Background: an optimization exercise with open tools, aiming at small area, a short achievable clock period and few clock cycles per item. Do not read the settings as production practice.
RTL that was checked went through simulation tests only; none was proved equivalent to the original.
No driver is modelled on the clock port, so clock power and skew are understated where the tree is cut down; a real chip needs a root buffer or a tree.
Power figures rest on the tool's default switching activity, not on a simulated workload.

## run C
==> flow/design.v <==
`timescale 1ns / 1ps
module automaton_rule(
    input  [31:0] rule,
    input  [15:0] sel,          
    output        n0,
    output        n1);
    wire [15:0] e0, e1;
    genvar i;
    generate
        for (i = 0; i < 16; i = i + 1) begin : g
            assign e0[i] = rule[{i[3:1], 1'b0, i[0]}];
            assign e1[i] = rule[{i[3:1], 1'b1, i[0]}];
        end
    endgenerate
    assign n0 = |(sel & e0);
    assign n1 = |(sel & e1);
endmodule
module automaton_pick(
    input         world_in,
    input         ch0,
    input         ch1,
    input         is_read,
    input  [12:0] wr,           
    input  [12:0] rd,           
    output        do_wr,
    output [12:0] nxt);
    assign do_wr = is_read & (world_in ? ch1 : ch0);
    assign nxt   = do_wr ? wr : rd;
endmodule
module automaton(
    input               clk,
    input               rst,
    input      [31:0]   rule,
    output reg [5:0]    row,
    output reg [5:0]    col,
    output reg          world_we,
    input               world_in,
    output reg          world_out,
    output reg          update_done);
    reg [17:0] sr;          
    reg [63:0] st;          
    reg        c0, c1;      
    reg        halo;        
    reg        first;       
    wire       is_read = ~world_we;
    wire [2:0] s_ = row[5:3];
    wire [2:0] j_ = row[2:0];
    wire       rh = is_read & halo;             
    wire       rd = is_read & ~halo;            
    wire       col0  = (col == 6'd0);
    wire       col63 = (col == 6'd63);
    wire       j7 = (j_ == 3'd7);
    wire [2:0] sd = rh ? (col63 ? 3'd0 : 3'd7) : {2'b00, j7} + {2'b00, ~is_read & col63};
    wire [5:0] nr_row = {s_ + sd, rh ? j_ : j_ + 3'd1};
    wire [5:0] nr_col = col + {5'd0, ~rd};
    wire       nr_halo = ~rh & j7;
    wire       mW    = rd ? (col == 6'd1) : col0;              
    wire       j0    = rh | j7;                                
    wire       q     = (rd & col0) ? (s_ == 3'd0) : (s_ == 3'd7);
    wire       mN    = rh ? (s_ == 3'd1) : (j7 & q);           
    wire       mS    = ~rh & (j_ == 3'd6) & q;                 
    wire       tS = is_read ? sr[6]  : sr[7];
    wire       tC = is_read ? sr[7]  : sr[8];
    wire       tN = is_read ? sr[8]  : sr[9];
    wire       tW = is_read ? sr[16] : sr[17];
    wire       bN = (j0 ? st[63] : tN) & ~mN;
    wire       bW = tW & ~mW;
    wire       bS = tS & ~mS;
    wire       n0, n1;
    automaton_rule lut(.rule(rule), .sel(16'd1 << {bN, bW, tC, bS}),
                       .n0(n0), .n1(n1));
    wire       valid = ~halo & ~(first & col0);
    wire       ch0 = valid & (c0 ^ sr[8]);
    wire       ch1 = valid & ((col0 ? c0 : c1) ^ sr[8]);
    wire [5:0] wr_row = {col0 ? s_ - 3'd1 : s_, j_};
    wire       do_wr;
    wire [5:0] n_row, n_col;
    wire       n_halo;
    automaton_pick pick(.world_in(world_in), .ch0(ch0), .ch1(ch1),
                        .is_read(is_read),
                        .wr(rst ? 13'd0 : {wr_row, col - 6'd1, 1'b0}),
                        .rd(rst ? 13'd0 : {nr_row, nr_col, nr_halo}),
                        .do_wr(do_wr), .nxt({n_row, n_col, n_halo}));
    always @(posedge clk) begin
        if (is_read)
            sr <= {sr[16:0], world_in};
        if (is_read & ~halo & (row[2:0] == 3'd0))
            st <= {st[62:0], sr[1]};
        world_out <= ~sr[8];
        row <= n_row;
        col <= n_col;
        halo <= n_halo;
        world_we <= do_wr & ~rst;
        c0 <= n0;
        c1 <= n1;
        if (rst) begin
            first <= 1'b1;
            update_done <= 1'b0;
        end else begin
            first <= first & col0;
            update_done <= is_read & halo & ~first & (row == 6'd8) & (col == 6'd0);
        end
    end
endmodule
export LEC_CHECK = 0
export ABC_AREA = 1
export CAP_MARGIN = 20
export CORE_MARGIN = 2
export CORE_UTILIZATION = 50
export GPL_ROUTABILITY_DRIVEN = 1
export GPL_TIMING_DRIVEN = 1
export PLACE_DENSITY = 0.6
export SLEW_MARGIN = 20
export SYNTH_HIERARCHICAL = 1
create_clock -name core_clock -period 10.0 [get_ports {clk}]
standard.sh (not shown) runs the stock make flow with config.mk's settings and CLKGATE_MAP_FILE= SYNTH_SCRIPT=/design/flow/synth_recipe.tcl, a recipe that flattens the netlist after the stock synthesis.
==> flow/flow/run.sh <==
#!/bin/bash
set -euo pipefail
bash standard.sh SYNTH_SCRIPT=$(pwd)/flow/synth_own.tcl SETUP_SLACK_MARGIN=7.25 BUFFER_PORTS_ARGS="-buffer_cell sky130_fd_sc_hd__buf_1" PRE_CTS_TCL=$(pwd)/flow/own_cts.tcl  finish > standard.log 2>&1
Other scripts of this flow, unchanged in this note and not shown: flow/flow/abc_own.script, flow/flow/own_cts.tcl, flow/flow/synth_own.tcl
Run C has completed all stages; timing, DRC and antenna checks passed.
Testbench counts of run C, summed over its fixed seeds: cycles 2,499,633, generations 384.
What run X does differently from run C at the input level:
==> flow/design.v <==
`timescale 1ns / 1ps
module automaton_rule(
    input  [31:0] rule,
    input  [3:0]  idx,          
    output        n0,
    output        n1);
    assign n0 = rule[{idx[3:1], 1'b0, idx[0]}];
    assign n1 = rule[{idx[3:1], 1'b1, idx[0]}];
endmodule
module automaton_pick(
    input         world_in,
    input         ch0,
    input         ch1,
    input         is_read,
    input  [12:0] wr,           
    input  [12:0] rd,           
    output        do_wr,
    output [12:0] nxt);
    assign do_wr = is_read & (world_in ? ch1 : ch0);
    assign nxt   = do_wr ? wr : rd;
endmodule
module automaton(
    input               clk,
    input               rst,
    input      [31:0]   rule,
    output reg [5:0]    row,
    output reg [5:0]    col,
    output reg          world_we,
    input               world_in,
    output              world_out,
    output reg          update_done);
    reg [17:0] sr;          
    reg [63:0] st;          
    reg        c0, c1;      
    reg        halo;        
    reg        first;       
    wire       is_read = ~world_we;
    assign world_out = ~sr[9];
    wire [2:0] s_ = row[5:3];
    wire [2:0] j_ = row[2:0];
    wire       rh = is_read & halo;             
    wire       rd = is_read & ~halo;            
    wire       col0  = (col == 6'd0);
    wire       col63 = (col == 6'd63);
    wire       j7 = (j_ == 3'd7);
    wire [2:0] sd = rh ? (col63 ? 3'd0 : 3'd7) : {2'b00, j7} + {2'b00, ~is_read & col63};
    wire [5:0] nr_row = {s_ + sd, rh ? j_ : j_ + 3'd1};
    wire [5:0] nr_col = col + {5'd0, ~rd};
    wire       nr_halo = ~rh & j7;
    wire       mW    = rd ? (col == 6'd1) : col0;              
    wire       mN    = rh & (s_ == 3'd1);
    wire       mS    = ~rh & (j_ == 3'd6) & ((rd & col0) ? (s_ == 3'd0) : (s_ == 3'd7));
    wire       tS = is_read ? sr[6]  : sr[7];
    wire       tC = is_read ? sr[7]  : sr[8];
    wire       tN = is_read ? sr[8]  : sr[9];
    wire       tW = is_read ? sr[16] : sr[17];
    wire       bN = (rh ? st[63] : tN) & ~mN;
    wire       bW = tW & ~mW;
    wire       bS = tS & ~mS;
    wire       n0, n1;
    automaton_rule lut(.rule(rule), .idx({bN, bW, tC, bS}), .n0(n0), .n1(n1));
    wire       valid = ~halo & ~(first & col0);
    wire       ch0 = valid & (c0 ^ sr[8]);
    wire       ch1 = valid & ((col0 ? c0 : c1) ^ sr[8]);
    wire [5:0] wr_row = {col0 ? s_ - 3'd1 : s_, j_};
    wire       do_wr;
    wire [5:0] n_row, n_col;
    wire       n_halo;
    automaton_pick pick(.world_in(world_in), .ch0(ch0), .ch1(ch1),
                        .is_read(is_read),
                        .wr(rst ? 13'd0 : {wr_row, col - 6'd1, 1'b0}),
                        .rd(rst ? 13'd0 : {nr_row, nr_col, nr_halo}),
                        .do_wr(do_wr), .nxt({n_row, n_col, n_halo}));
    always @(posedge clk) begin
        if (is_read)
            sr <= {sr[16:0], world_in};
        if (is_read & halo)
            st <= {st[62:0], sr[0]};
        row <= n_row;
        col <= n_col;
        halo <= n_halo;
        world_we <= do_wr & ~rst;
        c0 <= n0;
        c1 <= n1;
        if (rst) begin
            first <= 1'b1;
            update_done <= 1'b0;
        end else begin
            first <= first & col0;
            update_done <= is_read & halo & ~first & (row == 6'd8) & (col == 6'd0);
        end
    end
endmodule
Notes after the runs:
Diff run C -> run X: detailed-routed wire length on met3 fell by about 21%, effective utilization at floorplan fell by 0.41 points, worst setup slack fell by 0.0067 ns, net switching power fell by 10%, worst-case headroom to the max-slew limit rose by 3.9 points.
Run X ends up with a cell depth of the worst setup path that is 1 higher than in run C.
Summary of the comparison: combinational fraction of design power is higher in run X, relative to run C.
Function not checked in run X: the RTL went through the layout flow alone. No run of this note takes its clock network from TritonCTS; it comes from the design's own scripts or RTL.

what the ideal ports hide:
No port has a modelled driver above. Below, the same layouts with a new extraction and two added sets of constraints.
Step 1 sets driving cells, clkbuf_16 on the clock port and buf_2 on the other inputs (assumed; they add their load-dependent delay and slew).
Step 2 also shifts input and output timing later by t, the mid clock arrival at the registers, as if the neighbouring blocks saw the same clock.
a / b / c = ideal / step 1 / step 2; a / b = the first two.
| run | shift t [ns] | setup WS [ns] | pins driven straight from the clock port |
|---|---|---|---|
| run C | 0.232 | 7.280 / 7.203 / 7.190 | 4 |
| run X | 0.222 | 7.273 / 7.203 / 7.183 | 4 |
After both steps every run listed still meets setup and hold.
